Background: an optimization exercise with open tools, aiming at small area. Do not read the settings as production practice.
In this exercise RTL edits were held to simulation tests only and were not proved equivalent to the original.

==> inputs of v16 <==
// lidar_ground_segmentation_top
module lidar_ground_segmentation_top #(parameter DATA_WIDTH = 16)(
    input wire clk,
    input wire rst_n,
    input wire data_valid_in,
    input wire [DATA_WIDTH-1:0] raw_z_in,
    input wire [DATA_WIDTH-1:0] raw_r_in,
    output wire segmentation_result,
    output wire result_valid
);
==> flow/config.mk <==
export PLATFORM = sky130hd
export DESIGN_NAME = lidar_ground_segmentation_top
export DESIGN_NICKNAME = lidar_ground_segmentation_top
export VERILOG_FILES = /design/flow/design.v
export SDC_FILE = /design/flow/constraint.sdc
export NUM_CORES = 4
export LEC_CHECK = 0
export CAP_MARGIN = 20
export CORE_MARGIN = 2
export CORE_UTILIZATION = 40
export SLEW_MARGIN = 20
export SYNTH_HIERARCHICAL = 1
export SYNTH_MINIMUM_KEEP_SIZE = 0
==> flow/constraint.sdc <==
create_clock -name core_clock -period 10.0 [get_ports {clk}]
set_input_delay 2.0000 -clock core_clock [delete_from_list [all_inputs] [get_ports {clk}]]
set_output_delay 2.0000 -clock core_clock [all_outputs]
set_load 0.01 [all_outputs]
standard.sh (not shown) runs the stock make flow with config.mk's settings and CLKGATE_MAP_FILE= SYNTH_SCRIPT=/design/flow/synth_recipe.tcl, a recipe that flattens the netlist after the stock synthesis.
==> flow/flow/run.sh <==
#!/bin/bash
# Standard ORFS layout with three changes: combinational cells that synthesis
# mapped at drive 2 or 4 start at drive 1 (timing repair upsizes them where
# needed), ports get the smallest buffer, and the clock tree has no dummy
# loads. Each step's full output goes to a log file in this folder.
set -euo pipefail
RES=orfs/results/sky130hd/lidar_ground_segmentation_top/base
bash standard.sh synth > flow_synth.log 2>&1
cp $RES/1_2_yosys.v flow_synth_netlist.v
sed -i -E 's/\bsky130_fd_sc_hd__(maj3|nor4|nand4|nor3|nand3|nor2|nand2|and2|or2|and3|or3|and4|or4|mux2|mux2i|a21o|a31o|o21a|a21oi|o21ai|xor2|xnor2|inv|buf)_(2|4) /sky130_fd_sc_hd__\1_1 /' $RES/1_2_yosys.v
bash standard.sh \
  "BUFFER_PORTS_ARGS=-buffer_cell sky130_fd_sc_hd__buf_1" \
  "CTS_ARGS=-sink_clustering_enable -repair_clock_nets -dont_use_dummy_load -buf_list sky130_fd_sc_hd__clkbuf_8" \
  finish > flow_layout.log 2>&1
==> inputs of v22, as changes to v16 <==
--- a/flow/design.v
+++ b/flow/design.v
@@ -23,21 +23,12 @@
 endmodule
 module lg_or2 (input wire a, b, output wire y);
     assign y = a | b;
 endmodule
 module lg_or3 (input wire a, b, c, output wire y);
     assign y = a | b | c;
-endmodule
-module lg_nor4 (input wire a, b, c, d, output wire y);
-    assign y = ~(a | b | c | d);
-endmodule
-module lg_nand4 (input wire a, b, c, d, output wire y);
-    assign y = ~(a & b & c & d);
-endmodule
-module lg_mux2 (input wire a, b, s, output wire y);
-    assign y = s ? b : a;
 endmodule
 module lg_xor2 (input wire a, b, output wire y);
     assign y = a ^ b;
 endmodule
 module lg_xnor2 (input wire a, b, output wire y);
     assign y = ~(a ^ b);
@@ -138,26 +129,27 @@
     generate for (i = 1; i < 16; i = i + 1) begin : g_d
         lidar_fa fd (.a(a[i]), .b(bn[i]), .c(cd[i]), .s(d[i]), .co(cd[i+1]));
     end endgenerate
     wire cd15n, sgn;
     lg_inv g_cd15 (.a(cd[15]), .y(cd15n));
     lg_maj3 g_sgn (.a(a[15]), .b(bn[15]), .c(cd15n), .y(sgn));
-    wire [12:0] o, un, qnd;
+    wire [12:0] o, un, qv, qnd;
     lg_or3 g_o0 (.a(d[0]), .b(d[1]), .c(d[2]), .y(o[0]));
     generate for (i = 1; i < 13; i = i + 1) begin : g_o
         lg_or2 go (.a(o[i-1]), .b(d[i+2]), .y(o[i]));
     end endgenerate
     generate for (i = 0; i < 13; i = i + 1) begin : g_q
         lg_nand2 gu (.a(sgn), .b(o[i]), .y(un[i]));
-        lg_xor2 gq (.a(d[i+3]), .b(un[i]), .y(qnd[i]));
+        lg_xnor2 gq (.a(d[i+3]), .b(un[i]), .y(qv[i]));
+        lg_nand2 gg (.a(qv[i]), .b(run), .y(qnd[i]));
     end endgenerate
     reg [12:0] qn;
     always @(posedge clk) qn <= qnd;
     wire [15:0] prd;
     generate for (i = 0; i < 16; i = i + 1) begin : g_pr
-        lg_inv gp (.a(raw_r_in[i]), .y(prd[i]));
+        lg_nand2 gp (.a(raw_r_in[i]), .b(run), .y(prd[i]));
     end endgenerate
     reg [15:0] prn;
     always @(posedge clk) prn <= prd;
     wire [15:0] dm;    
     wire [16:0] cm;
     lidar_ha hm0 (.a(raw_r_in[0]), .b(prn[0]), .s(dm[0]), .co(cm[1]));
@@ -176,20 +168,11 @@
     end endgenerate
     generate for (i = 13; i < 16; i = i + 1) begin : g_k2
         lg_or2 gp (.a(dm[i]), .b(kp[i]), .y(kp[i+1]));
         lg_and2 gq (.a(dm[i]), .b(kq[i]), .y(kq[i+1]));
     end endgenerate
     wire gt = cm[16];    
-    wire [3:0] rz;
-    wire rnz, kqn, ig1, ig;
-    generate for (i = 0; i < 4; i = i + 1) begin : g_rz
-        lg_nor4 gz (.a(raw_r_in[4*i]), .b(raw_r_in[4*i+1]), .c(raw_r_in[4*i+2]), .d(raw_r_in[4*i+3]), .y(rz[i]));
-    end endgenerate
-    lg_nand4 g_rnz (.a(rz[0]), .b(rz[1]), .c(rz[2]), .d(rz[3]), .y(rnz));
-    lg_inv g_kqn (.a(kq[16]), .y(kqn));
-    lg_mux2 g_ig1 (.a(kqn), .b(kp[16]), .s(gt), .y(ig1));
-    lg_mux2 g_ig (.a(rnz), .b(ig1), .s(st[3]), .y(ig));
     reg is_ground;
-    always @(posedge clk) is_ground <= ig;
+    always @(posedge clk) is_ground <= gt ? kp[16] : ~kq[16];
     assign segmentation_result = is_ground;
     assign result_valid = st[3];
 endmodule
==> flow/flow/run.sh (replaced) <==
#!/bin/bash
# Standard ORFS layout with smaller port buffers and a clock tree without
# dummy loads. Each step's full output goes to a log file in this folder.
set -euo pipefail
bash standard.sh \
  "BUFFER_PORTS_ARGS=-buffer_cell sky130_fd_sc_hd__buf_1" \
  "CTS_ARGS=-sink_clustering_enable -repair_clock_nets -dont_use_dummy_load -buf_list sky130_fd_sc_hd__clkbuf_8 -sink_clustering_size 30 -sink_clustering_max_diameter 100" \
  finish > standard_flow.log 2>&1
==> out/qor.tcl <==
set qor(cell_area_placed_um2) 7747
set qor(placed_cells_incl_taps) 712
set qor(run_status) {finished clean}
set qor(area.share.sequential_pct) 46.38
set qor(design.die.area_um2) 19380
set qor(multi_input_area_um2) 3443
set qor(routedWlPerCell_um) 13.78
set qor(netSwitchingFraction_pct) 35.70
set qor(dr.first_iter.drc_count) 120
set qor(remaining_max_slew_budget_at_the_tightest_pin_pct) 56.55
Source of the figures above: v16

==> out/qor.tcl <==
set qor(remaining_max_slew_budget_at_the_tightest_pin_pct) 34.43
set qor(multi_input_area_um2) 3547
set qor(netSwitchingFraction_pct) 35.76
set qor(cell_area_placed_um2) 7790
set qor(final_common_cell) {fa_1}
set qor(run_status) {finished clean}
set qor(clock-skew-final_ns) 0.02698
set qor(core_area_um2) 18020
set qor(area.share.sequential_pct) 45.94
set qor(dr.first_iter.drc_count) 125
set qor(met3_usage_pct) 3.200
set qor(post-route-cell-area_um2) 8149
set qor(critical_path.startpoint_type) {flip-flop}
set qor(type_of_element_capturing_the_critical_path) {flip-flop}
set qor(design.die.area_um2) 19470
Source of the figures above: v22

port drivers added, routing unchanged:
No port has a modelled driver above. Below, the same layouts with a new extraction and two added sets of constraints.
Step 1: set_driving_cell puts a clkbuf_16 on clk and a buf_2 on each other input, an assumption about the parent block.
Step 2 also shifts input and output timing later by t, the mid clock arrival at the registers, as if the neighbouring blocks saw the same clock.
Slacks: no drivers / after step 1 / after step 2; pairs: no drivers / after step 1.
run | t (ns) | setup WS [ns] | worst setup path at the end | worst data-port slew with drivers (ns) | pins driven straight from the clock port
v16 | 0.463 | 0.259 / 0.259 / 0.259 | register to register | 0.03 | 1
v22 | 0.468 | 0.258 / 0.258 / 0.258 | register to register | 0.03 | 1
After both steps setup and hold are still met in every run listed.
